What follows belongs to an exercise in optimizing a design on an open flow for small area and a short achievable clock period; a production flow would make more cautious choices.
At most, simulation tests tie the RTL to the original design; equivalence was not proved.
No functional check of the RTL was part of runs 2 to 6.

## run.sh

```bash
#!/bin/bash
# synth_recipe.tcl (not shown) runs the flow's synth.tcl, then flattens the netlist and writes it again
# the make line also repeats each setting of config.mk as NAME=value (left out here)
make -C /OpenROAD-flow-scripts/flow DESIGN_CONFIG=/design/flow/config.mk WORK_HOME=/design/flow/orfs CLKGATE_MAP_FILE= SYNTH_SCRIPT=/design/flow/synth_recipe.tcl finish
```

## constraint.sdc

```tcl
create_clock -name core_clock -period 250.0 [get_ports {clk}]
set_input_delay 50.0000 -clock core_clock [delete_from_list [all_inputs] [get_ports {clk}]]
set_output_delay 50.0000 -clock core_clock [all_outputs]
set_load 0.01 [all_outputs]
```

## design.v

```verilog
module alu_unit(A, B, op, shamt, f16, f4, fsh, result, ne, lt, adder_err, sra_err, sll_err);
	input [31:0] A, B;
	input [4:0] op, shamt;
	input f16, f4, fsh;
	output [31:0] result;
	output ne, lt, adder_err, sra_err, sll_err;
	wire sub = (op == 5'd1);
	wire [31:0] Bn = B ^ {32{sub}};
	wire [32:0] c;
	wire [16:12] cf;
	wire [31:0] T;
	assign c[0] = sub;
	genvar j;
	generate for (j = 0; j < 32; j = j + 1) begin : add
		assign T[j] = A[j] ^ Bn[j] ^ c[j];
		assign c[j+1] = (A[j] & Bn[j]) | (A[j] & c[j]) | (Bn[j] & c[j]);
	end endgenerate
	assign cf[12] = c[12] ^ f16;
	generate for (j = 12; j < 16; j = j + 1) begin : fadd
		assign cf[j+1] = (A[j] & Bn[j]) | (A[j] & cf[j]) | (Bn[j] & cf[j]);
	end endgenerate
	wire [3:0] nib = A[15:12] ^ Bn[15:12] ^ cf[15:12];
	wire [31:0] S = {T[31:27], T[26] ^ f4, T[25:16], nib, T[11:0]};
	assign ne = |S;
	assign lt = (A[31] & ~B[31]) | (S[31] & ~A[31] & ~B[31]) | (S[31] & A[31] & B[31]);
	assign adder_err = f16 | f4;
	wire [4:0] sh = {shamt[4:1], shamt[0] ^ fsh};
	wire [31:0] Ar;
	genvar i;
	generate for (i = 0; i < 32; i = i + 1) begin : rv
		assign Ar[i] = A[31 - i];
	end endgenerate
	wire [31:0] X = op[0] ? A : Ar;
	wire fill = op[0] & A[31];
	wire [31:0] Y = $signed({fill, X}) >>> sh;
	wire [31:0] Yr;
	generate for (i = 0; i < 32; i = i + 1) begin : rv2
		assign Yr[i] = Y[31 - i];
	end endgenerate
	assign result = (op == 5'd0 || op == 5'd1) ? S :
	                (op == 5'd2) ? (A & B) :
	                (op == 5'd3) ? (A | B) :
	                (op == 5'd4) ? Yr :
	                (op == 5'd5) ? Y : 32'd0;
	wire [30:0] E = A[30:0] ^ A[31:1];
	wire [31:0] PZ, PE;      
	wire [30:0] SE;          
	assign PZ[0] = A[0];
	assign PE[0] = E[0];
	assign SE[30] = E[30];
	generate for (i = 1; i < 32; i = i + 1) begin : pz
		assign PZ[i] = PZ[i-1] | A[i];
	end endgenerate
	generate for (i = 1; i < 31; i = i + 1) begin : pe
		assign PE[i] = PE[i-1] | E[i];
		assign SE[30-i] = SE[31-i] | E[30-i];
	end endgenerate
	assign PE[31] = PE[30];
	wire [4:0] s0 = {shamt[4:1], 1'b0};
	assign sra_err = fsh & SE[s0];
	wire [4:0] m = 5'd31 - shamt;
	assign sll_err = fsh & (shamt[0] ? PE[m] : PZ[m]);
endmodule
module booth_mult(A, B, flip, prod, ovf);
	input [31:0] A;
	input [15:0] B;
	input flip;
	output [31:0] prod;
	output ovf;
	wire [31:0] acc [0:8];
	wire [1:0] pb [0:7];
	wire [16:0] bb = {B, 1'b0};
	assign acc[0] = 32'd0;
	genvar k;
	generate for (k = 0; k < 8; k = k + 1) begin : st
		wire [2:0] s = bb[2*k+2:2*k];
		wire neg = s[2] & ~(s[1] & s[0]);
		wire one = s[1] ^ s[0];
		wire two = (s == 3'd3) | (s == 3'd4);
		wire [31:0] M = (({32{one}} & A) | ({32{two}} & {A[30:0], 1'b0})) ^ {32{neg}};
		wire [31:0] sum;
		rca #(32) add(.a(acc[k]), .b(M), .ci(neg), .s(sum));
		assign pb[k] = sum[1:0];
		assign acc[k+1] = {sum[31], sum[31], sum[31:2]};
	end endgenerate
	wire [31:0] p = {acc[8][15:0], pb[7], pb[6], pb[5], pb[4], pb[3], pb[2], pb[1], pb[0]};
	assign prod = {p[31:8], p[7] ^ flip, p[6:0]};
	assign ovf = acc[8][30:15] != {16{A[31] ^ B[15]}};
endmodule
module rca(a, b, ci, s);
	parameter W = 32;
	input [W-1:0] a, b;
	input ci;
	output [W-1:0] s;
	wire [W:0] c;
	assign c[0] = ci;
	genvar i;
	generate for (i = 0; i < W; i = i + 1) begin : fa
		assign s[i] = a[i] ^ b[i] ^ c[i];
		assign c[i+1] = (a[i] & b[i]) | (a[i] & c[i]) | (b[i] & c[i]);
	end endgenerate
endmodule
module div_stage(rin, n, D, rout, q);
	parameter I = 31;
	localparam W = (32 - I) < 16 ? (32 - I) : 16;
	input [14:0] rin;
	input n;
	input [15:0] D;
	output [14:0] rout;
	output q;
	wire [W-1:0] t;
	generate if (W > 1) begin : wide
		assign t = {rin[W-2:0], n};
	end else begin : one
		assign t = n;
	end endgenerate
	wire [W:0] d = {1'b0, t} - {1'b0, D[W-1:0]};
	wire hi_nz;
	generate if (W < 16) begin : nz
		assign hi_nz = |D[15:W];
	end else begin : z
		assign hi_nz = 1'b0;
	end endgenerate
	wire lt = hi_nz | d[W];
	assign q = ~lt;
	wire [W-1:0] rn = lt ? t : d[W-1:0];
	generate if (W < 16) begin : pad
		assign rout = {{(15-W){1'b0}}, rn};
	end else begin : trunc
		assign rout = rn[14:0];
	end endgenerate
endmodule
module residue_check(rA, rB, s, sl, k1, k2, m0, m1, m2, nz, div, err);
	input [4:0] rA, rB, s, sl, k1, k2, m0, m1, m2;
	input nz, div;
	output err;
	function [9:0] csa;
		input [4:0] x, y, z;
		reg [4:0] c;
		begin
			c = (x & y) | (x & z) | (y & z);
			csa = {c[3:0], c[4], x ^ y ^ z};
		end
	endfunction
	function [4:0] rot;
		input [4:0] x;
		input integer k;
		reg [9:0] t;
		begin
			t = {x, x} << k;
			rot = t[9:5];
		end
	endfunction
	function [4:0] eadd;
		input [4:0] x, y;
		reg [5:0] t;
		begin
			t = {1'b0, x} + {1'b0, y};
			eadd = t[4:0] + {4'd0, t[5]};
		end
	endfunction
	wire [9:0] k0 = csa(s, sl, k1);
	wire [9:0] kk = csa(k0[4:0], k0[9:5], k2);
	wire [4:0] rR = eadd(kk[4:0], kk[9:5]);
	wire [4:0] r1 = div ? rR : rA;
	wire [4:0] r3 = div ? rA : rR;
	wire [4:0] p0 = rB[0] ? r1 : 5'd0;
	wire [4:0] p1 = rB[1] ? rot(r1, 1) : 5'd0;
	wire [4:0] p2 = rB[2] ? rot(r1, 2) : 5'd0;
	wire [4:0] p3 = rB[3] ? rot(r1, 3) : 5'd0;
	wire [4:0] p4 = rB[4] ? rot(r1, 4) : 5'd0;
	wire [4:0] n3 = ~r3;
	wire [9:0] mm = csa(m0, m1, m2);
	wire [4:0] n4a = div ? mm[4:0] : 5'd0;
	wire [4:0] n4c = div ? mm[9:5] : 5'd0;
	wire [4:0] n4b = (div & nz) ? 5'd27 : 5'd0;
	wire [9:0] l1 = csa(p0, p1, p2);
	wire [9:0] l2 = csa(p3, p4, n3);
	wire [9:0] l4 = csa(n4a, n4c, n4b);
	wire [9:0] l3 = csa(l1[4:0], l1[9:5], l2[4:0]);
	wire [9:0] l7 = csa(l2[9:5], l4[4:0], l4[9:5]);
	wire [9:0] l5 = csa(l3[4:0], l3[9:5], l7[4:0]);
	wire [9:0] l6 = csa(l5[4:0], l5[9:5], l7[9:5]);
	wire [4:0] x = l6[4:0], y = l6[9:5];
	assign err = ~(((x ^ y) == 5'd31) | ((x | y) == 5'd0) | ((x & y) == 5'd31));
endmodule
module res31(x, r);
	input [31:0] x;
	output [4:0] r;
	function [9:0] csa;
		input [4:0] a, b, c;
		reg [4:0] m;
		begin
			m = (a & b) | (a & c) | (b & c);
			csa = {m[3:0], m[4], a ^ b ^ c};
		end
	endfunction
	wire [9:0] u = csa(x[4:0], x[9:5], x[14:10]);
	wire [9:0] v = csa(x[19:15], x[24:20], x[29:25]);
	wire [9:0] w = csa(u[4:0], u[9:5], v[4:0]);
	wire [9:0] z = csa(w[4:0], w[9:5], v[9:5]);
	wire [9:0] y = csa(z[4:0], z[9:5], {3'd0, x[31:30]});
	wire [5:0] t = {1'b0, y[4:0]} + {1'b0, y[9:5]};
	assign r = t[4:0] + {4'd0, t[5]};
endmodule
module argus_exec(clk, a, b, alu_op, shamt, mult, div,
                  flip_adder16, flip_adder4, flip_shift, flip_mult, flip_div,
                  alu_result, alu_ne, alu_lt, adder_err, sra_err, sll_err,
                  md_result, md_remainder, md_exception, md_err, md_chk_en);
	input clk;
	input [31:0] a, b;
	input [4:0] alu_op, shamt;
	input mult, div;
	input flip_adder16, flip_adder4, flip_shift, flip_mult, flip_div;
	output reg [31:0] alu_result;
	output reg alu_ne, alu_lt, adder_err, sra_err, sll_err;
	output [31:0] md_result;
	output reg [31:0] md_remainder;
	output reg md_exception, md_chk_en;
	output md_err;
	parameter J = 5;     
	wire [31:0] n0 = a[31] ? -a : a;
	wire [15:0] d0 = b[15] ? -b[15:0] : b[15:0];
	wire [14:0] r0 [32-J:32];
	assign r0[32] = 15'd0;
	wire [31:32-J] q0;
	genvar i;
	generate for (i = 31; i >= 32 - J; i = i - 1) begin : s1
		div_stage #(.I(i)) st(.rin(r0[i+1]), .n(n0[i]), .D(d0), .rout(r0[i]), .q(q0[i]));
	end endgenerate
	reg [31:0] a_q, b_q;
	reg [4:0] op_q, shamt_q;
	reg mult_q, div_q;
	reg f_add16_q, f_add4_q, f_shift_q, f_mult_q, f_div_q;
	reg [J-1:0] dr_q;         
	reg [31:32-J] dq_q;       
	reg [31-J:0] dn_q;        
	reg [15:0] dd_q;          
	reg dz_q, dsg_q;          
	always @(posedge clk) begin
		a_q <= a;
		b_q <= b;
		op_q <= alu_op;
		shamt_q <= shamt;
		mult_q <= mult;
		div_q <= div;
		f_add16_q <= flip_adder16;
		f_add4_q <= flip_adder4;
		f_shift_q <= flip_shift;
		f_mult_q <= flip_mult;
		f_div_q <= flip_div;
		dr_q <= r0[32-J][J-1:0];
		dq_q <= q0;
		dn_q <= n0[31-J:0];
		dd_q <= d0;
		dz_q <= (b[15:0] == 16'd0);
		dsg_q <= a[31] ^ b[15];
	end
	wire [31:0] alu_res_x;
	wire alu_ne_x, alu_lt_x, adder_err_x, sra_err_x, sll_err_x;
	alu_unit u_alu(.A(a_q), .B(b_q), .op(op_q), .shamt(shamt_q),
	               .f16(f_add16_q), .f4(f_add4_q), .fsh(f_shift_q),
	               .result(alu_res_x), .ne(alu_ne_x), .lt(alu_lt_x),
	               .adder_err(adder_err_x), .sra_err(sra_err_x), .sll_err(sll_err_x));
	wire [31:0] prod;
	wire ovf;
	booth_mult u_mul(.A(a_q), .B(b_q[15:0]), .flip(f_mult_q), .prod(prod), .ovf(ovf));
	wire [14:0] r1 [0:32-J];
	assign r1[32-J] = {{(15-J){1'b0}}, dr_q};
	wire [31-J:0] q1;
	generate for (i = 31 - J; i >= 0; i = i - 1) begin : s2
		div_stage #(.I(i)) st(.rin(r1[i+1]), .n(dn_q[i]), .D(dd_q), .rout(r1[i]), .q(q1[i]));
	end endgenerate
	wire [31:0] nmag = {dr_q, dn_q};
	wire [31:0] qq = dz_q ? {31'h7fffffff, ~nmag[31]} : {dq_q, q1};
	wire [31:0] rem_x = dz_q ? nmag : {17'd0, r1[0]};
	wire monly = mult_q & ~div_q;
	wire donly = div_q & ~mult_q;
	wire [4:0] ra_x, rb_x, rpr_x, rqh_x, rn_x;
	res31 u_ra(.x(a_q), .r(ra_x));
	res31 u_rb(.x({16'd0, b_q[15:0]}), .r(rb_x));
	res31 u_rp(.x({prod[31:5], 5'd0}), .r(rpr_x));
	res31 u_rq(.x({dq_q, q1[31-J:5], 5'd0}), .r(rqh_x));
	res31 u_rn(.x(nmag), .r(rn_x));
	reg [31:0] pre_q;         
	reg zero_q, neg_q, fdb_q, div2_q;
	reg [4:0] ra_q, rb_q;     
	reg [4:0] rp_q, rn_q;     
	reg pz_q, dz2_q;          
	always @(posedge clk) begin
		alu_result <= alu_res_x;
		alu_ne <= alu_ne_x;
		alu_lt <= alu_lt_x;
		adder_err <= adder_err_x;
		sra_err <= sra_err_x;
		sll_err <= sll_err_x;
		pre_q <= monly ? prod : qq;
		zero_q <= ~(monly | donly);
		neg_q <= donly & dsg_q;
		fdb_q <= donly & f_div_q;
		div2_q <= div_q;
		md_remainder <= rem_x;
		md_exception <= (div_q & dz_q) | (mult_q & ovf);
		md_chk_en <= mult_q | div_q;
		ra_q <= ra_x;
		rb_q <= rb_x;
		rp_q <= monly ? rpr_x : (dz_q ? 5'd3 : rqh_x);
		pz_q <= ~dz_q & ~(|{dq_q, q1});
		rn_q <= rn_x;
		dz2_q <= dz_q;
	end
	wire [31:0] negpre = -pre_q;
	assign md_result = zero_q ? 32'd0 : ((neg_q ? negpre : pre_q) ^ {29'd0, fdb_q, 2'd0});
	wire b2 = neg_q ? (pre_q[2] ^ (pre_q[1] | pre_q[0])) : pre_q[2];
	wire [4:0] k4 = (neg_q & ~pz_q) ? 5'd4 : 5'd0;
	wire [4:0] kf = fdb_q ? (b2 ? 5'd27 : 5'd4) : 5'd0;
	wire [4:0] sp = zero_q ? 5'd0 : (neg_q ? ~rp_q : rp_q);
	wire [4:0] sl = zero_q ? 5'd0 : (neg_q ? ~pre_q[4:0] : pre_q[4:0]);
	wire [4:0] m0 = dz2_q ? rn_q : md_remainder[4:0];
	wire [4:0] m1 = dz2_q ? 5'd0 : md_remainder[9:5];
	wire [4:0] m2 = dz2_q ? 5'd0 : md_remainder[14:10];
	residue_check u_chk(.rA(ra_q), .rB(rb_q), .s(sp), .sl(sl), .k1(k4), .k2(kf),
	                    .m0(m0), .m1(m1), .m2(m2), .nz(|md_remainder), .div(div2_q), .err(md_err));
endmodule
```

## config.mk

```make
export PLATFORM = sky130hd
export DESIGN_NAME = argus_exec
export DESIGN_NICKNAME = argus_exec
export VERILOG_FILES = /design/flow/design.v
export SDC_FILE = /design/flow/constraint.sdc
export NUM_CORES = 4
export LEC_CHECK = 0
export CAP_MARGIN = 20
export CORE_MARGIN = 2
export CORE_UTILIZATION = 40
export CTS_BUF_LIST = sky130_fd_sc_hd__clkbuf_4 sky130_fd_sc_hd__clkbuf_8 sky130_fd_sc_hd__clkbuf_16
export CTS_CLUSTER_DIAMETER = 60
export CTS_CLUSTER_SIZE = 12
export SLEW_MARGIN = 20
```

==> results of run 1 <==
metrics by stage:
| stage | utilization, % | hold slack [ns] | instance area, sq um | cells |
|---|---|---|---|---|
| 6_report | 44.0 | 0.437 | 56000 | 7960 |
| 5_1_grt | 44.0 | 0.450 | 56000 | 7958 |
| 4_1_cts | 44.0 | 0.443 | 56000 | 7958 |
| 3_5_place_dp | 43.0 | 0.430 | 54700 | 7894 |
| 3_3_place_gp | 43.0 | 0.419 | 54700 | 7894 |
| 2_1_floorplan | - | 0.329 | 51300 | 6280 |
state kept, by name (all words and copies together) (netlist names), 5 cells and up:
name and cells:
dn_q 27, pre_q 32, md_remainder 32, op_q 5, ra_q 5, alu_result 32
shamt_q 5, a_q 31, dr_q 5, rb_q 5, rn_q 5, rp_q 5
b_q 31, dd_q 16, dq_q 5
how the worst min path moves through the flow:
| stage | start | slack [ns] | to | depth (start not counted) |
|---|---|---|---|---|
| floorplan | dz_q$_DFF_P_ | 0.33 | dz2_q$_DFF_P_ | 0 |
| detailed placement | dsg_q$_DFF_P_ | 0.43 | neg_q$_DFF_P_ | 1 |
| CTS | dsg_q$_DFF_P_ | 0.44 | neg_q$_DFF_P_ | 1 |
| finish | dsg_q$_DFF_P_ | 0.44 | neg_q$_DFF_P_ | 1 |
| global route | dsg_q$_DFF_P_ | 0.45 | neg_q$_DFF_P_ | 1 |
| global placement | dsg_q$_DFF_P_ | 0.42 | neg_q$_DFF_P_ | 1 |
area by class of cell:
cell class / instances / area [sq um]
Sequential cell: 263 / 5280
Multi-Input combinational cell: 5169 / 42900
Clock inverter: 20 / 250
Inverter: 525 / 1970
Clock buffer: 44 / 1040
Antenna cell: 2 / 5.00
Fill cell: 12544 / 71300
Timing Repair Buffer: 275 / 2530
Tap cell: 1662 / 2080
logic make-up after synthesis:
logic type / after synthesis / synth area share, %
compound gates: 1815 / 23.6
xor+xnor: 643 / 11.0
fa+ha+maj: 968 / 29.5
buf+inv: 848 / 6.22
flops: 263 / 10.3
mux: 205 / 5.02
simple gates: 1538 / 14.4
synth_stat cells (22+ instances only):
cell         n  area [sq um]
o221ai_1    22           193
nor2_1     406          1520
a21boi_0    27           203
a221oi_1    30           263
or3_1       68           425
a211oi_1    59           443
o2111ai_1   22           193
nor3_1     101           505
nand2b_1    75           469
nand2_1    443          1660
clkbuf_1   272          1020
xnor2_1    465          4070
and2_1      49           307
nor2b_1    112           701
o21bai_1    32           240
mux4_2      35           788
a22oi_1    237          1780
nand4_1     33           206
nor4_1      38           238
o21a_1      90           676
mux2i_1    109          1090
xor2_1     176          1540
a31oi_1     60           375
nand3_1    105           526
or2_2       31           194
mux2_2      59           664
o21ai_0    397          1990
buf_1       50           188
ha_1       543          6790
a21o_1     122           916
dfxtp_1    263          5270
a21oi_1    364          1820
o31ai_1     60           450
inv_1      517          1940
o211ai_1    75           563
fa_1       405          8110
cell usage in the layout (no fill, tap or decap), drive strengths merged, types with 112 or more instances in the layout:
cell type and n:
nor2 407, nand2 443, a22oi 237, dfxtp 263
ha 543, o21ai 400, xnor2 465, xor2 176
a21oi 364, inv 528, a21o 122, nor2b 112
fa 405, clkdlybuf4s50 185
metal layers:
metal / GRT usage [%] / share of wire (%) / up-vias
li1: - / - / 22349
met5: 0 / 0.0063 / -
met4: 12.7 / 4.9 / 2
met2: 48.2 / 44 / 2309
met3: 4.68 / 8.8 / 413
met1: 41.1 / 42 / 23560
==> results.toml, run 1 <==
[clock_tree]
postCtsSetupBuffers = 0
h-tree-depth = 2
cts_buffers = 39
post_cts_resized = 0
clock_latency_ns = 0.60
cts_tree = "yes"
cts_hold_buf = 0
clk_transition_reported_paths_ns = 0.06
clock_tree.buffer_depth = 3
root_buffer = "clkbuf_16"
cts.sinks = 263

[drt]
drt_wl_total_microns = 205000
vias = 48633
ant_nets = 0
drt_iter0_drc = 5568
drtPass1Iterations = 7
via_per_inst = 6.11
route.detailed.drc = 0
drt-wirelength-per-cell_microns = 25.8

[grt]
antenna_found_initial = 4
grt_pass1_vias = 46846
grt_max_degree = 98
grt_first_pass_wirelength_microns = 303000
gr-total-overflow = 0
grt_use_total_pct = 30.4

[synth]
synth_flop_cell = "dfxtp_1"
yosysWarnings = 4
synth-seq-cells = 263
synth_edf_count = 0
syn-mean-instance-area_sq_um = 8.16
async_flop_share_pct = 0
syn_area_sq_um = 51300
synth_fp_nets = 7310
yosys.cell_types.count = 91
yosysSeqAreaShare_pct = 10.3
synthCells = 6280

[floorplanning]
fp.dieH_microns = 362
dieArea_sq_um = 131000
core_area_sq_um = 127000
rows = 131
die_x_microns = 362
initial_utilization_pct = 40.2
io-pin-count = 186

[timing]
rsz0062_at_grt = "false"
tightestPinTransition_ns = 1.18
setup_viol = 0
finalWorstSetupSlack_ns = 177.66
min_period_ns = 72.35
final_max_slew_viol_count = 0
finalHoldViolCount = 0
post-route-period-util_pct = 28.9
clock_skew_ns = 0.0420
tns_ns = 0
timing.fmax_mhz = 13.8
relSlewSlack_pct = 20.8

[worst_setup_path]
r2r-end = "md_remainder[6]$_DFF_P_"
crit_type = "flip-flop to flip-flop"
r2r_setup_slack_ns = 177.66
worstSetupEndpointType = "flip-flop"
required_ns = 250.44
crit_path_end = "md_remainder[6]$_DFF_P_"
cp_top_family = "compound AO/OA/AOI/OAI gates"
cp_max_fo = 32
start_kind = "flip-flop"
crit_cells = 237
worstPathArrival_ns = 72.79
critPathBufInv = 36
r2r.worst_path.cells = 237
cpMostUsedCell = "ha_1"
crit_start = "dd_q[0]$_DFF_P_"
r2r-start = "dd_q[0]$_DFF_P_"
slowest_delay_ns = 0.92
cpMaxStageDelayCell = "o31ai_1"

[placement]
gp_congestion = 1.01
port_buffers = 185
hpwl_microns = 158000
dp_slack_ns = 179.74

[final_layout]
layout.nets = 7303
drive_above_1_share_pct = 5.62
area_growth_pct = 9.32

[run_status]
outcome = "finished clean"

[job]
drv_cap = 0

[min_path]
hold_class = "flip-flop to flip-flop"
==> run 2, diff against run 1 <==
--- a/design.v
+++ b/design.v
@@ -132,55 +132,66 @@
 endmodule
-module residue_check(rA, rB, s, sl, k1, k2, m0, m1, m2, nz, div, err);
-	input [4:0] rA, rB, s, sl, k1, k2, m0, m1, m2;
-	input nz, div;
+module csa31(x, y, z, s, c);
+	input [4:0] x, y, z;
+	output [4:0] s, c;
+	wire [4:0] m = (x & y) | (x & z) | (y & z);
+	assign s = x ^ y ^ z;
+	assign c = {m[3:0], m[4]};
+endmodule
+module mul31(x, y, p);
+	input [4:0] x, y;
+	output [4:0] p;
+	wire [4:0] p0 = y[0] ? x : 5'd0;
+	wire [4:0] p1 = y[1] ? {x[3:0], x[4]} : 5'd0;
+	wire [4:0] p2 = y[2] ? {x[2:0], x[4:3]} : 5'd0;
+	wire [4:0] p3 = y[3] ? {x[1:0], x[4:2]} : 5'd0;
+	wire [4:0] p4 = y[4] ? {x[0], x[4:1]} : 5'd0;
+	wire [4:0] s1, c1, s2, c2, s3, c3;
+	csa31 a1(p0, p1, p2, s1, c1);
+	csa31 a2(s1, c1, p3, s2, c2);
+	csa31 a3(s2, c2, p4, s3, c3);
+	wire [5:0] t = {1'b0, s3} + {1'b0, c3};
+	assign p = t[4:0] + {4'd0, t[5]};
+endmodule
+module residue_pre(rA, rB, rP, monly, donly, div, neg, c, m);
+	input [4:0] rA, rB, rP;
+	input monly, donly, div, neg;
+	output [4:0] c, m;
+	wire [4:0] ab, pb;
+	mul31 u_ab(rA, rB, ab);
+	mul31 u_pb(rP, rB, pb);
+	wire [4:0] t1 = donly ? (neg ? ~pb : pb) : (div ? 5'd0 : ab);
+	wire [4:0] t2 = monly ? ~rP : (div ? ~rA : 5'd0);
+	wire [5:0] t = {1'b0, t1} + {1'b0, t2};
+	assign c = t[4:0] + {4'd0, t[5]};
+	assign m = monly ? 5'd30 : donly ? (neg ? ~rB : rB) : 5'd0;
+endmodule
+module residue_post(c, m, pl, rB, k4, kf, kneg, rem, rn, dz, div, err);
+	input [4:0] c, m, pl, rB, rn;
+	input k4, kf, kneg, dz, div;
+	input [31:0] rem;
 	output err;
-	function [9:0] csa;
-		input [4:0] x, y, z;
-		reg [4:0] c;
-		begin
-			c = (x & y) | (x & z) | (y & z);
-			csa = {c[3:0], c[4], x ^ y ^ z};
-		end
-	endfunction
-	function [4:0] rot;
-		input [4:0] x;
-		input integer k;
-		reg [9:0] t;
-		begin
-			t = {x, x} << k;
-			rot = t[9:5];
-		end
-	endfunction
-	function [4:0] eadd;
-		input [4:0] x, y;
-		reg [5:0] t;
-		begin
-			t = {1'b0, x} + {1'b0, y};
-			eadd = t[4:0] + {4'd0, t[5]};
-		end
-	endfunction
-	wire [9:0] k0 = csa(s, sl, k1);
-	wire [9:0] kk = csa(k0[4:0], k0[9:5], k2);
-	wire [4:0] rR = eadd(kk[4:0], kk[9:5]);
-	wire [4:0] r1 = div ? rR : rA;
-	wire [4:0] r3 = div ? rA : rR;
-	wire [4:0] p0 = rB[0] ? r1 : 5'd0;
-	wire [4:0] p1 = rB[1] ? rot(r1, 1) : 5'd0;
-	wire [4:0] p2 = rB[2] ? rot(r1, 2) : 5'd0;
-	wire [4:0] p3 = rB[3] ? rot(r1, 3) : 5'd0;
-	wire [4:0] p4 = rB[4] ? rot(r1, 4) : 5'd0;
-	wire [4:0] n3 = ~r3;
-	wire [9:0] mm = csa(m0, m1, m2);
-	wire [4:0] n4a = div ? mm[4:0] : 5'd0;
-	wire [4:0] n4c = div ? mm[9:5] : 5'd0;
-	wire [4:0] n4b = (div & nz) ? 5'd27 : 5'd0;
-	wire [9:0] l1 = csa(p0, p1, p2);
-	wire [9:0] l2 = csa(p3, p4, n3);
-	wire [9:0] l4 = csa(n4a, n4c, n4b);
-	wire [9:0] l3 = csa(l1[4:0], l1[9:5], l2[4:0]);
-	wire [9:0] l7 = csa(l2[9:5], l4[4:0], l4[9:5]);
-	wire [9:0] l5 = csa(l3[4:0], l3[9:5], l7[4:0]);
-	wire [9:0] l6 = csa(l5[4:0], l5[9:5], l7[9:5]);
-	wire [4:0] x = l6[4:0], y = l6[9:5];
-	assign err = ~(((x ^ y) == 5'd31) | ((x | y) == 5'd0) | ((x & y) == 5'd31));
+	wire [4:0] q0 = pl[0] ? m : 5'd0;
+	wire [4:0] q1 = pl[1] ? {m[3:0], m[4]} : 5'd0;
+	wire [4:0] q2 = pl[2] ? {m[2:0], m[4:3]} : 5'd0;
+	wire [4:0] q3 = pl[3] ? {m[1:0], m[4:2]} : 5'd0;
+	wire [4:0] q4 = pl[4] ? {m[0], m[4:1]} : 5'd0;
+	wire [4:0] b4 = {rB[2:0], rB[4:3]};
+	wire [4:0] e1 = k4 ? b4 : 5'd0;
+	wire [4:0] e2 = kf ? (kneg ? ~b4 : b4) : 5'd0;
+	wire [4:0] m0 = ~div ? 5'd0 : dz ? rn : rem[4:0];
+	wire [4:0] m1 = (~div | dz) ? 5'd0 : rem[9:5];
+	wire [4:0] m2 = (~div | dz) ? 5'd0 : rem[14:10];
+	wire [4:0] n4 = (div & (|rem)) ? 5'd27 : 5'd0;
+	wire [4:0] s1, c1, s2, c2, s3, c3, s4, c4, s5, c5, s6, c6, s7, c7, s8, c8, s9, c9, s10, c10;
+	csa31 a1(q0, q1, q2, s1, c1);
+	csa31 a2(q3, q4, c, s2, c2);
+	csa31 a3(e1, e2, m0, s3, c3);
+	csa31 a4(m1, m2, n4, s4, c4);
+	csa31 a5(s1, c1, s2, s5, c5);
+	csa31 a6(c2, s3, c3, s6, c6);
+	csa31 a7(s4, c4, s5, s7, c7);
+	csa31 a8(c5, s6, c6, s8, c8);
+	csa31 a9(s7, c7, s8, s9, c9);
+	csa31 a10(s9, c9, c8, s10, c10);
+	assign err = ~(((s10 ^ c10) == 5'd31) | ((s10 | c10) == 5'd0) | ((s10 & c10) == 5'd31));
 endmodule
@@ -220,3 +231,3 @@
 	output md_err;
-	parameter J = 5;     
+	parameter J = 7;     
 	wire [31:0] n0 = a[31] ? -a : a;
@@ -284,7 +295,10 @@
 	res31 u_rn(.x(nmag), .r(rn_x));
+	wire neg_x = donly & dsg_q;
+	wire [4:0] rp_x = monly ? rpr_x : (dz_q ? 5'd3 : rqh_x);
+	wire [4:0] c_x, m_x;
+	residue_pre u_rpre(.rA(ra_x), .rB(rb_x), .rP(rp_x), .monly(monly), .donly(donly),
+	                   .div(div_q), .neg(neg_x), .c(c_x), .m(m_x));
 	reg [31:0] pre_q;         
-	reg zero_q, neg_q, fdb_q, div2_q;
-	reg [4:0] ra_q, rb_q;     
-	reg [4:0] rp_q, rn_q;     
-	reg pz_q, dz2_q;          
+	reg zero_q, neg_q, fdb_q, div2_q, pz_q, dz2_q;
+	reg [4:0] rb_q, rn_q, c_q, m_q;
 	always @(posedge clk) begin
@@ -298,3 +312,3 @@
 		zero_q <= ~(monly | donly);
-		neg_q <= donly & dsg_q;
+		neg_q <= neg_x;
 		fdb_q <= donly & f_div_q;
@@ -304,7 +318,7 @@
 		md_chk_en <= mult_q | div_q;
-		ra_q <= ra_x;
 		rb_q <= rb_x;
-		rp_q <= monly ? rpr_x : (dz_q ? 5'd3 : rqh_x);
-		pz_q <= ~dz_q & ~(|{dq_q, q1});
 		rn_q <= rn_x;
+		c_q <= c_x;
+		m_q <= m_x;
+		pz_q <= ~dz_q & ~(|{dq_q, q1});
 		dz2_q <= dz_q;
@@ -314,11 +328,5 @@
 	wire b2 = neg_q ? (pre_q[2] ^ (pre_q[1] | pre_q[0])) : pre_q[2];
-	wire [4:0] k4 = (neg_q & ~pz_q) ? 5'd4 : 5'd0;
-	wire [4:0] kf = fdb_q ? (b2 ? 5'd27 : 5'd4) : 5'd0;
-	wire [4:0] sp = zero_q ? 5'd0 : (neg_q ? ~rp_q : rp_q);
-	wire [4:0] sl = zero_q ? 5'd0 : (neg_q ? ~pre_q[4:0] : pre_q[4:0]);
-	wire [4:0] m0 = dz2_q ? rn_q : md_remainder[4:0];
-	wire [4:0] m1 = dz2_q ? 5'd0 : md_remainder[9:5];
-	wire [4:0] m2 = dz2_q ? 5'd0 : md_remainder[14:10];
-	residue_check u_chk(.rA(ra_q), .rB(rb_q), .s(sp), .sl(sl), .k1(k4), .k2(kf),
-	                    .m0(m0), .m1(m1), .m2(m2), .nz(|md_remainder), .div(div2_q), .err(md_err));
+	residue_post u_rpost(.c(c_q), .m(m_q), .pl(pre_q[4:0]), .rB(rb_q),
+	                     .k4(neg_q & ~pz_q), .kf(fdb_q), .kneg(b2),
+	                     .rem(md_remainder), .rn(rn_q), .dz(dz2_q), .div(div2_q), .err(md_err));
 endmodule
--- a/config.mk
+++ b/config.mk
@@ -7,3 +7,4 @@
 export LEC_CHECK = 0
-export CAP_MARGIN = 20
+export ABC_AREA = 1
+export CAP_MARGIN = 50
 export CORE_MARGIN = 2
@@ -13,2 +14,2 @@
 export CTS_CLUSTER_SIZE = 12
-export SLEW_MARGIN = 20
+export SLEW_MARGIN = 70
==> results.toml, run 2 <==
[grt]
gr-total-overflow = 0
grt_pass1_vias = 48402
antenna_found_initial = 11
grt_max_degree = 67
grt_first_pass_wirelength_microns = 290000
grt_use_total_pct = 28.9

[synth]
synth_edf_count = 0
synth_top_cell_by_area = "fa_1"
synth_commonest_cells = "nand2_1, inv_1, ha_1"
synth-seq-cells = 265
synth_top_area_share_pct = 17.4
synthCells = 7182
synth_flop_cell = "dfxtp_1"
yosysWarnings = 3
synthSimpleGateAreaFrac_pct = 21.0
synth_fp_nets = 8256
synth_mux_area_share_pct = 0.257
synth_compound_area_share_pct = 16.5
synth_xor_area_share_pct = 10.2
synth_top_family_by_area = "adder cells"
yosys-top-cells-area = "fa_1, ha_1, dfxtp_1"
yosys.area_share.adder_pct = 31.1
async_flop_share_pct = 0
yosys.cell_types.count = 57
syn_area_sq_um = 50600
syn-mean-instance-area_sq_um = 7.05
synth.most_common_cell = "nand2_1"
yosysSeqAreaShare_pct = 10.5

[worst_setup_path]
slowest_delay_ns = 0.47
worstPathArrival_ns = 62.10
cp_top_family = "simple AND/OR/NAND/NOR gates"
r2r.worst_path.cells = 336
cp_max_fo = 14
worstSetupEndpointType = "flip-flop"
crit_cells = 69
crit_type = "input port to flip-flop"
cpMaxStageDelayCell = "clkdlybuf4s50_1"
start_kind = "input port"
cpMostUsedCell = "nand2_1"
critPathBufInv = 10
required_ns = 250.51

[clock_tree]
cts_hold_buf = 0
cts_buffers = 43
cts.sinks = 265
cts_tree = "yes"
h-tree-depth = 2
postCtsSetupBuffers = 0
post_cts_resized = 0
clk_transition_reported_paths_ns = 0.06
clock_tree.buffer_depth = 3
clock_latency_ns = 0.64
root_buffer = "clkbuf_16"

[final_layout]
layout_common_cells = "nand2_1, inv_1, ha_1"
area_growth_pct = 11.9
layout.nets = 8348
utilization_pct = 45.1
layout_commonest_cell = "nand2_1"
reg.largest.list = "alu_result: 32 flops, md_remainder: 32 flops, pre_q: 32 flops"
drive_above_1_share_pct = 6.74

[timing]
relSlewSlack_pct = 67.4
rsz0062_at_grt = "false"
final_max_slew_viol_count = 0
clock_skew_ns = 0.0318
post-route-period-util_pct = 24.6
tightestPinTransition_ns = 0.484
setup_viol = 0
tns_ns = 0
min_period_ns = 61.59
timing.fmax_mhz = 16.2
hold_ws_ns = 0.430
finalWorstSetupSlack_ns = 188.41
finalHoldViolCount = 0

[min_path]
hold_class = "flip-flop to flip-flop"
whs_path_depth = 2

[floorplanning]
rows = 130
initial_utilization_pct = 40.3
dieArea_sq_um = 129000
fp.dieH_microns = 360
io-pin-count = 186
core_area_sq_um = 126000
die_x_microns = 360

[drt]
route.detailed.drc = 0
drt-wirelength-per-cell_microns = 21.1
vias = 49284
via_per_inst = 5.50
drtPass1Iterations = 8
drt_iter0_drc = 4281
drt_wl_total_microns = 189000
ant_nets = 0

[placement]
hpwl_microns = 153000
dp_slack_ns = 187.60
port_buffers = 185
gp_congestion = 1.03

[job]
drv_cap = 0

[run_status]
outcome = "finished clean"
## run 2: cell count changes after synthesis, moves of 211 or more
| cell | previous run | this run |
|---|---|---|
| nand3_1 | 105 | 439 |
| nand2_1 | 443 | 1344 |
| xor2_1 | 176 | 477 |
| a22oi_1 | 237 | 26 |
| inv_1 | 517 | 1108 |
| xnor2_1 | 465 | 105 |
| o22ai_1 | 8 | 272 |
## run 2: per-layer routing
layer  share of wire, %  vias up  wire [microns]  GRT usage (%)
met5              0.035        -              66              0
met4                5.5       10           10500           14.2
met3                7.2      391           13700           4.34
met2                 44     1724           83300           46.2
met1                 43    23460           81500           38.0
li1                   -    23699               -              -
## run 2: logic make-up after synthesis
| kind of cell | count (synthesis) |
|---|---|
| compound gates | 1448 |
| flops | 265 |
| buf+inv | 1410 |
| xor+xnor | 586 |
| fa+ha+maj | 992 |
| mux | 13 |
| simple gates | 2468 |
## run 2: worst paths after layout
path | start | slack, ns | end
max reg2reg | dd_q[15]$_DFF_P_ | 194.17 | md_remainder[8]$_DFF_P_
max | a[2] | 188.41 | dr_q[6]$_DFF_P_
min | f_div_q$_DFF_P_ | 0.43 | fdb_q$_DFF_P_
min reg2reg | f_div_q$_DFF_P_ | 0.43 | fdb_q$_DFF_P_
## run 2: metrics by stage
step / std cells / cell area [sq um]
finish: 8959 / 56600
global route: 8957 / 56600
CTS: 8954 / 56400
detailed placement: 8878 / 55000
global placement: 8859 / 54400
floorplan: 7182 / 50600
## run 2: tightest hold or removal path, stage by stage, from the launching register on
cell     delay, ns
dfxtp_1       0.30
nand2_1       0.06
inv_1         0.03
## run 2: final cells by class
type,instances,area [sq um]
timing repair buffer,312,2890
multi-input combinational,5507,40500
tap,1650,2060
antenna,4,10.0
fill,12836,69000
inverter,1145,4360
clock inverter,29,333
sequential,265,5350
clock buffer,47,1110
==> run 3, diff against run 2 <==
--- a/design.v
+++ b/design.v
@@ -187,6 +187,6 @@
 	csa31 a2(q3, q4, c, s2, c2);
-	csa31 a3(e1, e2, m0, s3, c3);
-	csa31 a4(m1, m2, n4, s4, c4);
-	csa31 a5(s1, c1, s2, s5, c5);
-	csa31 a6(c2, s3, c3, s6, c6);
+	csa31 a3(m0, m1, m2, s3, c3);
+	csa31 a4(s1, c1, s2, s4, c4);
+	csa31 a5(c2, s3, c3, s5, c5);
+	csa31 a6(e1, e2, n4, s6, c6);
 	csa31 a7(s4, c4, s5, s7, c7);
--- a/config.mk
+++ b/config.mk
@@ -8,3 +8,3 @@
 export ABC_AREA = 1
-export CAP_MARGIN = 50
+export CAP_MARGIN = 70
 export CORE_MARGIN = 2
@@ -14,2 +14,2 @@
 export CTS_CLUSTER_SIZE = 12
-export SLEW_MARGIN = 70
+export SLEW_MARGIN = 85
==> results.toml, run 3 <==
[run_status]
outcome = "finished clean"

[synth]
synthCells = 7187
synth-seq-cells = 265
syn_area_sq_um = 50700
synth_edf_count = 0
yosys.cell_types.count = 61
synth_flop_cell = "dfxtp_1"
async_flop_share_pct = 0
yosys-top-cells-area = "fa_1, ha_1, dfxtp_1"
yosysSeqAreaShare_pct = 10.5
synth_top_area_share_pct = 17.4
synth_fp_nets = 8261
yosysWarnings = 3
synth_top_cell_by_area = "fa_1"
synth_commonest_cells = "nand2_1, inv_1, ha_1"
syn-mean-instance-area_sq_um = 7.06
synth.most_common_cell = "nand2_1"

[final_layout]
layout_common_cells = "nand2_1, inv_1, ha_1"
seqCellArea_sq_um = 5540
drive_above_1_share_pct = 25.6
reg.largest.list = "alu_result: 32 flops, md_remainder: 32 flops, pre_q: 32 flops"
fillerInstances = 10991
final_cells = 9349
layout_commonest_cell = "nand2_1"
multi_input_area_sq_um = 49100
finish.instance_area_sq_um = 70800
area_growth_pct = 39.5
layout.nets = 8735

[timing]
finalWorstSetupSlack_ns = 188.76
post-route-period-util_pct = 24.5
final_max_slew_viol_count = 0
finalHoldViolCount = 0
timing.fmax_mhz = 16.3
relSlewSlack_pct = 83.2
clock_skew_ns = 0.0236
setup_viol = 0
min_period_ns = 61.24
tns_ns = 0
rsz0062_at_grt = "false"
tightestPinTransition_ns = 0.251

[clock_tree]
clock_tree.buffer_depth = 3
root_buffer = "clkbuf_16"
post_cts_resized = 0
cts.sinks = 265
cts_hold_buf = 0
cts_buffers = 42
h-tree-depth = 2
postCtsSetupBuffers = 0
cts_tree = "yes"
clock_latency_ns = 0.63
clk_transition_reported_paths_ns = 0.06

[drt]
via_per_inst = 5.52
drt-wirelength-per-cell_microns = 21.0
route.detailed.drc = 0
drtPass1Iterations = 5
drt_iter0_drc = 3660
drt_wl_total_microns = 197000
vias = 51610
ant_nets = 0

[grt]
grt_first_pass_wirelength_microns = 300000
grt_pass1_vias = 51967
gr-total-overflow = 0
antenna_found_initial = 11
grt_max_degree = 30
grt_use_total_pct = 29.5

[placement]
hpwl_microns = 162000
gp_congestion = 0.947
placed_area_sq_um = 66600
dp_slack_ns = 188.59
port_buffers = 185
numPlacedInstances = 9240

[worst_setup_path]
required_ns = 250.50
r2r.worst_path.cells = 357
slowest_delay_ns = 0.54
crit_type = "input port to flip-flop"
cp_max_fo = 14
worstPathArrival_ns = 61.74
cpMaxStageDelayCell = "clkdlybuf4s50_1"
cpMostUsedCell = "nand2_1"
start_kind = "input port"
worstSetupEndpointType = "flip-flop"

[floorplanning]
fp.dieH_microns = 360
dieArea_sq_um = 130000
io-pin-count = 186
core_area_sq_um = 126000
die_x_microns = 360
initial_utilization_pct = 40.3
rows = 130

[job]
drv_cap = 0

[min_path]
hold_class = "flip-flop to flip-flop"
whs_path_depth = 2
## run 3: cell count changes in the layout (fill, tap and decap cells not counted), sizes merged, moves of 9 or more
cell / before / now
buf: 126 / 437
clkdlybuf4s50: 183 / 227
o21ai: 457 / 489
inv: 1132 / 1103
o21a: 8 / 35
a21oi: 434 / 408
nor2: 351 / 327
clkbuf: 50 / 70
nand2: 1347 / 1367
o21bai: 68 / 53
clkinv: 36 / 50
clkdlybuf4s25: 0 / 13
o311ai: 12 / 3
## run 3: worst max-delay path, delay by kind of cell
kind                       cells  cell delay [ns]
AOI/OAI and AO/OA             17             2.20
buffers and inverters         15             3.67
adders and majority gates      7             2.28
and+or+nand+nor               31             3.56
## run 3: final timing paths
| kind | start | endpoint | slack [ns] |
|---|---|---|---|
| setup / recovery | a[2] | dr_q[6]$_DFF_P_ | 188.76 |
| hold / removal | f_div_q$_DFF_P_ | fdb_q$_DFF_P_ | 0.42 |
| setup reg to reg | dd_q[1]$_DFF_P_ | md_remainder[1]$_DFF_P_ | 193.13 |
| hold reg to reg | f_div_q$_DFF_P_ | fdb_q$_DFF_P_ | 0.42 |
## run 3: stage by stage
stage                     utilization [%]  hold WS [ns]
after floorplan                         -         0.379
after global placement               43.2         0.404
after detailed placement             53.0         0.400
after CTS                            54.2         0.424
after global routing                 56.3         0.433
final                                56.3         0.424
## run 3: layer usage
metal | up-vias | routed length, microns | track usage (%) | part of all wire, %
li1 | 24553 | - | - | -
met1 | 24785 | 80300 | 37.2 | 41
met2 | 1720 | 90700 | 48.9 | 46
met3 | 544 | 13600 | 5.02 | 6.9
met4 | 8 | 11900 | 14.4 | 6.1
met5 | - | 46 | 0 | 0.023
## run 3: cells by family after synthesis
kind of cell / Yosys count / synth area share [%]
buffers and inverters: 1400 / 10.4
xor gates and xnor gates: 597 / 10.4
and+or+nand+nor: 2448 / 20.8
adders and majority gates: 992 / 31.0
DFF: 265 / 10.5
AOI/OAI and AO/OA: 1476 / 16.8
muxes: 9 / 0.178
## run 3: layout make-up
type | instances | share of cell area (%)
multi-input combinational | 5522 | 69.4
clock inverter | 24 | 0.375
clock buffer | 52 | 1.67
inverter | 1132 | 6.65
tap | 1650 | 2.92
sequential | 265 | 7.83
antenna | 6 | 0.0212
timing repair buffer | 698 | 11.2
==> run 4, diff against run 3 <==
--- a/design.v
+++ b/design.v
@@ -231,3 +231,3 @@
 	output md_err;
-	parameter J = 7;     
+	parameter J = 6;     
 	wire [31:0] n0 = a[31] ? -a : a;
--- a/config.mk
+++ b/config.mk
@@ -8,3 +8,3 @@
 export ABC_AREA = 1
-export CAP_MARGIN = 70
+export CAP_MARGIN = 50
 export CORE_MARGIN = 2
@@ -14,2 +14,2 @@
 export CTS_CLUSTER_SIZE = 12
-export SLEW_MARGIN = 85
+export SLEW_MARGIN = 70
==> results.toml, run 4 <==
[run_status]
outcome = "finished clean"

[synth]
synth_flop_cell = "dfxtp_1"
synth_commonest_cells = "nand2_1, inv_1, ha_1"
synth_top_cell_by_area = "fa_1"
synth_fp_nets = 8253
synth_mux_area_share_pct = 0.316
synth_top_area_share_pct = 17.4
synthCells = 7179
synth_xor_area_share_pct = 10.4
yosysWarnings = 3
yosys.area_share.adder_pct = 31.0
async_flop_share_pct = 0
syn_area_sq_um = 50800
syn-mean-instance-area_sq_um = 7.07
yosys.cell_types.count = 63
yosysSeqAreaShare_pct = 10.4
synth-seq-cells = 264
synth_compound_area_share_pct = 16.6
synth_edf_count = 0
yosys-top-cells-area = "fa_1, ha_1, dfxtp_1"
synthSimpleGateAreaFrac_pct = 20.9
synth.most_common_cell = "nand2_1"
synth_top_family_by_area = "adder cells"

[worst_setup_path]
critPathBufInv = 7
start_kind = "input port"
cp_max_fo = 12
slowest_delay_ns = 0.50
r2r-start = "dd_q[14]$_DFF_P_"
required_ns = 250.49
crit_path_end = "dr_q[3]$_DFF_P_"
worstSetupEndpointType = "flip-flop"
crit_start = "a[1]"
r2r.worst_path.cells = 346
cpMaxStageDelayCell = "clkdlybuf4s50_1"
crit_cells = 51
r2r_setup_slack_ns = 195.83
cp_top_family = "simple AND/OR/NAND/NOR gates"
worstPathArrival_ns = 59.75
r2r-end = "pz_q$_DFF_P_"
cpMostUsedCell = "nand2_1"
crit_type = "input port to flip-flop"

[final_layout]
drive_above_1_share_pct = 6.95
layout_commonest_cell = "nand2_1"
layout_common_cells = "nand2_1, inv_1, ha_1"
layout.nets = 8326
utilization_pct = 45.1
reg.largest.list = "alu_result: 32 flops, md_remainder: 32 flops, pre_q: 32 flops"
area_growth_pct = 11.8

[clock_tree]
clock_latency_ns = 0.65
postCtsSetupBuffers = 0
clk_transition_reported_paths_ns = 0.05
cts.sinks = 264
h-tree-depth = 2
root_buffer = "clkbuf_16"
clock_tree.buffer_depth = 3
post_cts_resized = 0
cts_tree = "yes"
cts_buffers = 44
cts_hold_buf = 0

[placement]
hpwl_microns = 150000
port_buffers = 185
dp_slack_ns = 190.25
gp_congestion = 1.01

[timing]
hold_ws_ns = 0.417
clock_skew_ns = 0.0304
min_period_ns = 59.26
final_max_slew_viol_count = 0
tns_ns = 0
tightestPinTransition_ns = 0.489
finalHoldViolCount = 0
finalWorstSetupSlack_ns = 190.74
timing.fmax_mhz = 16.9
rsz0062_at_grt = "false"
post-route-period-util_pct = 23.7
setup_viol = 0
relSlewSlack_pct = 67.3

[grt]
gr-total-overflow = 0
grt_pass1_vias = 48200
grt_first_pass_wirelength_microns = 288000
grt_max_degree = 69
grt_use_total_pct = 28.6
antenna_found_initial = 13

[floorplanning]
dieArea_sq_um = 130000
core_area_sq_um = 126000
io-pin-count = 186
die_x_microns = 360
rows = 130
initial_utilization_pct = 40.4
fp.dieH_microns = 360

[drt]
drt_iter0_drc = 4322
drtPass1Iterations = 6
drt-wirelength-per-cell_microns = 20.9
drt_wl_total_microns = 187000
ant_nets = 0
via_per_inst = 5.49
vias = 49060
route.detailed.drc = 0

[min_path]
hold_class = "flip-flop to flip-flop"

[job]
drv_cap = 0
run 4: routing by layer:
metal  wire [microns]  global-route usage (%)  part of all wire, %  up-vias
li1                 -                       -                    -    23687
met1            80800                    38.5                   43    23193
met3            13900                    3.97                  7.4      359
met4             9480                    12.2                  5.1       10
met5               57                       0                0.030        -
met2            82900                    45.9                   44     1811
run 4: final cells by class:
class / count / area [sq um]
clock inverters: 27 / 353
well taps: 1650 / 2060
fillers: 12767 / 69000
repair buffers: 294 / 2780
diodes: 3 / 7.51
multi-input cells: 5519 / 40700
clock buffers: 51 / 1210
inverters: 1129 / 4320
flip-flops and latches: 264 / 5330
run 4: worst min path at each step:
| stage | start | to | slack (ns) | cells after the start |
|---|---|---|---|---|
| after floorplan | dz_q$_DFF_P_ | dz2_q$_DFF_P_ | 0.36 | 0 |
| after global placement | f_div_q$_DFF_P_ | fdb_q$_DFF_P_ | 0.40 | 2 |
| after detailed placement | f_div_q$_DFF_P_ | fdb_q$_DFF_P_ | 0.41 | 2 |
| after CTS | f_div_q$_DFF_P_ | fdb_q$_DFF_P_ | 0.42 | 2 |
| after global routing | f_div_q$_DFF_P_ | fdb_q$_DFF_P_ | 0.45 | 2 |
| final | f_div_q$_DFF_P_ | fdb_q$_DFF_P_ | 0.42 | 2 |
run 4: worst register-to-register path: cells and delay by family (launching register included):
family                     cells  cell delay, ns
xor gates and xnor gates       7            1.09
adders and majority gates     25            8.96
DFF                            1            0.30
and+or+nand+nor              154           19.33
AOI/OAI and AO/OA            110           17.06
buffers and inverters         50            7.27
run 4: stage by stage:
stage / cells / area [sq um]
finish: 8937 / 56700
floorplan: 7179 / 50800
detailed placement: 8856 / 55100
global placement: 8841 / 54400
global route: 8936 / 56700
CTS: 8934 / 56600
run 4: logic make-up (layout without fill, tap and decap cells):
logic type                 after synthesis  after routing
muxes                                   16             16
adders and majority gates              992            992
buffers and inverters                 1396           1501
xor gates and xnor gates               600            600
and+or+nand+nor                       2466           2466
other                                    0              3
DFF                                    264            264
AOI/OAI and AO/OA                     1445           1445
==> run 5, diff against run 4 <==
--- a/config.mk
+++ b/config.mk
@@ -8,3 +8,3 @@
 export ABC_AREA = 1
-export CAP_MARGIN = 50
+export CAP_MARGIN = 20
 export CORE_MARGIN = 2
@@ -14,2 +14,2 @@
 export CTS_CLUSTER_SIZE = 12
-export SLEW_MARGIN = 70
+export SLEW_MARGIN = 60
==> results.toml, run 5 <==
[synth]
synth_top_family_by_area = "adder cells"
synth_edf_count = 0
synth_mux_area_share_pct = 0.316
yosys-top-cells-area = "fa_1, ha_1, dfxtp_1"
syn-mean-instance-area_sq_um = 7.07
yosys.cell_types.count = 63
synth-seq-cells = 264
yosysWarnings = 3
synth_compound_area_share_pct = 16.6
yosysSeqAreaShare_pct = 10.4
synth_fp_nets = 8253
syn_area_sq_um = 50800
synthCells = 7179
async_flop_share_pct = 0
synthSimpleGateAreaFrac_pct = 20.9
synth.most_common_cell = "nand2_1"
synth_commonest_cells = "nand2_1, inv_1, ha_1"
synth_top_cell_by_area = "fa_1"
yosys.area_share.adder_pct = 31.0
synth_flop_cell = "dfxtp_1"
synth_top_area_share_pct = 17.4
synth_xor_area_share_pct = 10.4

[clock_tree]
clock_latency_ns = 0.62
post_cts_resized = 0
cts_hold_buf = 0
root_buffer = "clkbuf_16"
h-tree-depth = 2
postCtsSetupBuffers = 0
cts.sinks = 264
clock_tree.buffer_depth = 3
clk_transition_reported_paths_ns = 0.06
cts_tree = "yes"
cts_buffers = 44

[placement]
placed_area_sq_um = 54700
port_buffers = 185
hpwl_microns = 150000
gp_congestion = 1.01

[timing]
post-route-period-util_pct = 23.8
timing.fmax_mhz = 16.8
relSlewSlack_pct = 54.3
final_max_slew_viol_count = 0
rsz0062_at_grt = "false"
tightestPinTransition_ns = 0.685
clock_skew_ns = 0.0275
tns_ns = 0
finalHoldViolCount = 0
min_period_ns = 59.60
setup_viol = 0
hold_ws_ns = 0.421

[final_layout]
layout_commonest_cell = "nand2_1"
utilization_pct = 44.7
layout.nets = 8321
finish.instance_area_sq_um = 56200
layout_common_cells = "nand2_1, inv_1, ha_1"
fillerInstances = 12862
reg.largest.list = "alu_result: 32 flops, md_remainder: 32 flops, pre_q: 32 flops"
drive_above_1_share_pct = 6.09
area_growth_pct = 10.8

[worst_setup_path]
cpMostUsedCell = "nand2_1"
worstPathArrival_ns = 60.06
start_kind = "input port"
slowest_delay_ns = 0.49
worstSetupEndpointType = "flip-flop"
cpMaxStageDelayCell = "clkdlybuf4s50_1"
cp_max_fo = 12
crit_type = "input port to flip-flop"
required_ns = 250.46

[floorplanning]
rows = 130
dieArea_sq_um = 130000
die_x_microns = 360
io-pin-count = 186
core_area_sq_um = 126000
initial_utilization_pct = 40.4
fp.dieH_microns = 360

[drt]
drt_iter0_drc = 4003
ant_nets = 0
route.detailed.drc = 0
drt-wirelength-per-cell_microns = 21.0
wirelength_met1_microns = 81600
via_per_inst = 5.49
drt_wl_total_microns = 187000
vias = 49071
drtPass1Iterations = 9
wl_met3_microns = 13300
wl_met2_microns = 82800
top_layer = "met5"

[grt]
gr-total-overflow = 0
grt_pass1_vias = 48395
grt_first_pass_wirelength_microns = 288000
grt_use_total_pct = 28.6
grt_max_degree = 69
antenna_found_initial = 12

[job]
drv_cap = 0

[min_path]
hold_class = "flip-flop to flip-flop"

[run_status]
outcome = "finished clean"
[run 5: cell counts after synthesis]
No cell type changed its count.
[run 5: final cells by class]
type	count	area [sq um]	share of cell area (%)
tap	1650	2060	3.67
timing repair buffer	289	2650	4.71
antenna	7	17.5	0.0311
inverter	1129	4270	7.59
sequential	264	5320	9.45
clock inverter	30	352	0.625
multi-input combinational	5519	40400	71.9
clock buffer	47	1150	2.04
[run 5: final timing paths]
kind,end,start,slack [ns],cells after the start
max,dr_q[3]$_DFF_P_,a[1],190.40,50
min,fdb_q$_DFF_P_,f_div_q$_DFF_P_,0.42,2
max reg2reg,md_remainder[2]$_DFF_P_,dd_q[14]$_DFF_P_,194.28,348
min reg2reg,fdb_q$_DFF_P_,f_div_q$_DFF_P_,0.42,2
[run 5: cells by family (layout without fill, tap and decap cells)]
| group | after synthesis | in the layout |
|---|---|---|
| fa+ha+maj | 992 | 992 |
| xor+xnor | 600 | 600 |
| simple gates | 2466 | 2466 |
| buf+inv | 1396 | 1495 |
| other cells | 0 | 7 |
| compound gates | 1445 | 1445 |
| mux | 16 | 16 |
| flops | 264 | 264 |
[run 5: per-layer routing]
layer	track usage, %	vias up
met5	0	-
met4	13.0	6
met3	3.75	346
met1	38.3	23279
li1	-	23683
met2	45.7	1757
[run 5: stage by stage]
stage,setup WS [ns],cells
after floorplan,192.43,7179
after global placement,189.18,8841
after detailed placement,190.02,8850
after CTS,190.60,8927
after global routing,188.73,8933
final,190.40,8935
[run 5: worst max-delay path, delay by kind of cell]
kind	cells	cell delay, ns
xor gates and xnor gates	1	0.20
AOI/OAI and AO/OA	13	2.20
muxes	1	0.45
adders and majority gates	7	2.28
and+or+nand+nor	21	3.89
buffers and inverters	7	1.04
==> run 6, diff against run 5 <==
--- a/design.v
+++ b/design.v
@@ -231,5 +231,7 @@
 	output md_err;
-	parameter J = 6;     
-	wire [31:0] n0 = a[31] ? -a : a;
-	wire [15:0] d0 = b[15] ? -b[15:0] : b[15:0];
+	parameter J = 5;     
+	wire [31:0] n0;
+	wire [15:0] d0;
+	abs_val #(32) u_an(.x(a), .y(n0));
+	abs_val #(16) u_ad(.x(b[15:0]), .y(d0));
 	wire [14:0] r0 [32-J:32];
@@ -332 +334,20 @@
 endmodule
+module abs_val(x, y);
+	parameter W = 32;
+	localparam L = (W > 16) ? 5 : (W > 8) ? 4 : (W > 4) ? 3 : 2;
+	input [W-1:0] x;
+	output [W-1:0] y;
+	wire [W-1:0] o [0:L];
+	assign o[0] = x;
+	genvar l, j;
+	generate for (l = 0; l < L; l = l + 1) begin : lv
+		for (j = 0; j < W; j = j + 1) begin : b
+			if (((j >> l) & 1) == 1) begin : m
+				assign o[l+1][j] = o[l][j] | o[l][((j >> l) << l) - 1];
+			end else begin : c
+				assign o[l+1][j] = o[l][j];
+			end
+		end
+	end endgenerate
+	assign y = x ^ ({W{x[W-1]}} & {o[L][W-2:0], 1'b0});
+endmodule
--- a/config.mk
+++ b/config.mk
@@ -8,3 +8,3 @@
 export ABC_AREA = 1
-export CAP_MARGIN = 20
+export CAP_MARGIN = 50
 export CORE_MARGIN = 2
@@ -14,2 +14,2 @@
 export CTS_CLUSTER_SIZE = 12
-export SLEW_MARGIN = 60
+export SLEW_MARGIN = 70
==> results.toml, run 6 <==
[synth]
yosys-top-cells-area = "fa_1, ha_1, dfxtp_1"
synth_commonest_cells = "nand2_1, inv_1, ha_1"
synth_top_area_share_pct = 17.4
synth_top_cell_by_area = "fa_1"
syn-mean-instance-area_sq_um = 7.07
async_flop_share_pct = 0
yosysSeqAreaShare_pct = 10.4
synth_flop_cell = "dfxtp_1"
synth_edf_count = 0
syn_area_sq_um = 50800
synth_fp_nets = 8266
synth.most_common_cell = "nand2_1"
yosysWarnings = 5
yosys.cell_types.count = 70
synthCells = 7194
synth-seq-cells = 263

[drt]
drt_wl_total_microns = 198000
drt-wirelength-per-cell_microns = 22.1
drtPass1Iterations = 6
via_per_inst = 5.52
vias = 49431
drt_iter0_drc = 4260
ant_nets = 0
route.detailed.drc = 0

[placement]
hpwl_microns = 160000
port_buffers = 185
gp_congestion = 1.01

[final_layout]
multi_input_area_sq_um = 41000
reg.largest.list = "alu_result: 32 flops, md_remainder: 32 flops, pre_q: 32 flops"
layout_commonest_cell = "nand2_1"
utilization_pct = 45.0
seqCellArea_sq_um = 5310
fillerInstances = 12973
layout.nets = 8343
layout_common_cells = "nand2_1, inv_1, ha_1"
area_growth_pct = 11.4
drive_above_1_share_pct = 7.62

[grt]
gr-total-overflow = 0
grt_pass1_vias = 48528
grt_first_pass_wirelength_microns = 299000
grt_use_total_pct = 30.0
antenna_found_initial = 11
grt_max_degree = 67

[worst_setup_path]
r2r-start = "dn_q[26]$_DFF_P_"
cp_max_fo = 8
crit_type = "input port to flip-flop"
cpMaxStageDelayCell = "clkdlybuf4s50_1"
required_ns = 250.56
r2r-end = "md_remainder[8]$_DFF_P_"
worstPathArrival_ns = 58.27
r2r_setup_slack_ns = 193.26
r2r.worst_path.cells = 364
start_kind = "input port"
worstSetupEndpointType = "flip-flop"
cpMostUsedCell = "nand2_1"
slowest_delay_ns = 0.61

[floorplanning]
dieArea_sq_um = 130000
die_x_microns = 361
core_area_sq_um = 126000
initial_utilization_pct = 40.4
io-pin-count = 186
fp.dieH_microns = 361
rows = 130

[clock_tree]
cts.sinks = 263
root_buffer = "clkbuf_16"
cts_tree = "yes"
postCtsSetupBuffers = 0
h-tree-depth = 2
clock_tree.buffer_depth = 3
clock_latency_ns = 0.63
cts_buffers = 39
cts_hold_buf = 0
post_cts_resized = 0
clk_transition_reported_paths_ns = 0.06

[job]
drv_cap = 0

[timing]
finalHoldViolCount = 0
tns_ns = 0
min_period_ns = 57.71
post-route-period-util_pct = 23.1
relSlewSlack_pct = 68.3
tightestPinTransition_ns = 0.474
rsz0062_at_grt = "false"
clock_skew_ns = 0.0408
final_max_slew_viol_count = 0
timing.fmax_mhz = 17.3
setup_viol = 0

[run_status]
outcome = "finished clean"

[min_path]
min_to = "fdb_q$_DFF_P_"
whs_path_depth = 2
hold_class = "flip-flop to flip-flop"
hold_start = "f_div_q$_DFF_P_"
-- run 6: cell count changes after synthesis, moves of 12 or more --
cell	delta
nor2_1	+16
o21ai_0	-64
nand3_1	+30
nand2_1	+39
o21ai_1	+12
inv_1	-36
o21bai_1	-16
-- run 6: how the worst max path moves through the flow --
| stage | startpoint | endpoint | slack, ns | depth (start not counted) |
|---|---|---|---|---|
| floorplan | a[1] | dr_q[1]$_DFF_P_ | 193.70 | 45 |
| global placement | dn_q[26]$_DFF_P_ | md_remainder[9]$_DFF_P_ | 190.11 | 343 |
| detailed placement | a[0] | dr_q[1]$_DFF_P_ | 191.75 | 45 |
| CTS | a[0] | dr_q[1]$_DFF_P_ | 192.33 | 45 |
| global route | dn_q[26]$_DFF_P_ | md_remainder[8]$_DFF_P_ | 186.59 | 362 |
| finish | a[0] | dr_q[1]$_DFF_P_ | 192.30 | 46 |
-- run 6: area by class of cell --
class,instances,share of cell area [%]
Tap cell,1650,3.65
Inverter,1105,7.38
Timing Repair Buffer,302,4.94
Sequential cell,263,9.38
Antenna cell,2,0.00884
Clock buffer,43,1.78
Multi-Input combinational cell,5560,72.4
Clock inverter,22,0.451
-- run 6: metal layers --
metal,vias up,share of wire [%],global-route usage (%)
met5,-,0.030,0
met1,23595,44,39.8
met2,1733,45,48.9
met4,8,5.1,13.3
met3,370,6.2,3.72
li1,23725,-,-
-- run 6: worst max-delay path: cells and delay by family --
kind	cells	cell delay (ns)
AND/OR/NAND/NOR	31	4.58
adder cells (fa/ha/maj)	5	1.59
buffers and inverters	3	0.85
AO/OA/AOI/OAI	6	0.80
multiplexers	1	0.40
-- run 6: cell families after synthesis --
family | after synthesis | synth area share [%]
adder cells (fa/ha/maj) | 990 | 30.9
XOR/XNOR | 590 | 10.3
AND/OR/NAND/NOR | 2577 | 22.0
buffers and inverters | 1371 | 10.2
flip-flops | 263 | 10.4
multiplexers | 15 | 0.295
AO/OA/AOI/OAI | 1388 | 16.0
-- run 6: per-stage QoR --
stage                     setup slack, ns  hold slack (ns)  area, sq um  instances
after detailed placement           191.75            0.410        55200       8876
after global routing               186.59            0.444        56600       8945
after global placement             190.11            0.407        54500       8855
after floorplan                    193.70            0.390        50800       7194
final                              192.30            0.416        56600       8947
after CTS                          192.33            0.418        56500       8941

-- re-timing with driven ports --
The results above use ideal ports. As a check the final layouts listed here were re-extracted and re-timed, cells and wires unchanged. Step 1 assumes that a clkbuf_16 drives the clock port and a buf_2 every other input. Step 2 moves the port delays by t, midway between the first and last clock arrival at a register: inputs arrive t later, outputs are due t later. That takes back most of the time a late clock gives input paths. Three values: ideal, step 1, step 2; two values: the first two.
| run | t, ns | setup slack, ns | clock arrival spread, ns | worst register clock-pin slew, ns |
|---|---|---|---|---|
| run 1 | 0.642 | 177.655 / 177.655 / 177.655 | 0.045 / 0.044 | 0.07 / 0.07 |
| run 2 | 0.700 | 188.414 / 188.469 / 187.769 | 0.032 / 0.032 | 0.06 / 0.06 |
| run 3 | 0.691 | 188.763 / 188.809 / 188.118 | 0.025 / 0.025 | 0.07 / 0.07 |
| run 4 | 0.708 | 190.742 / 190.787 / 190.080 | 0.032 / 0.033 | 0.06 / 0.06 |
| run 5 | 0.683 | 190.399 / 190.445 / 189.762 | 0.032 / 0.031 | 0.06 / 0.06 |
| run 6 | 0.681 | 192.295 / 192.340 / 191.659 | 0.041 / 0.041 | 0.06 / 0.06 |
After both steps setup and hold are still met in every run listed. The setup slack of run 4, which loses most, moves by +0.045 ns with the drivers and by -0.662 ns with both steps.
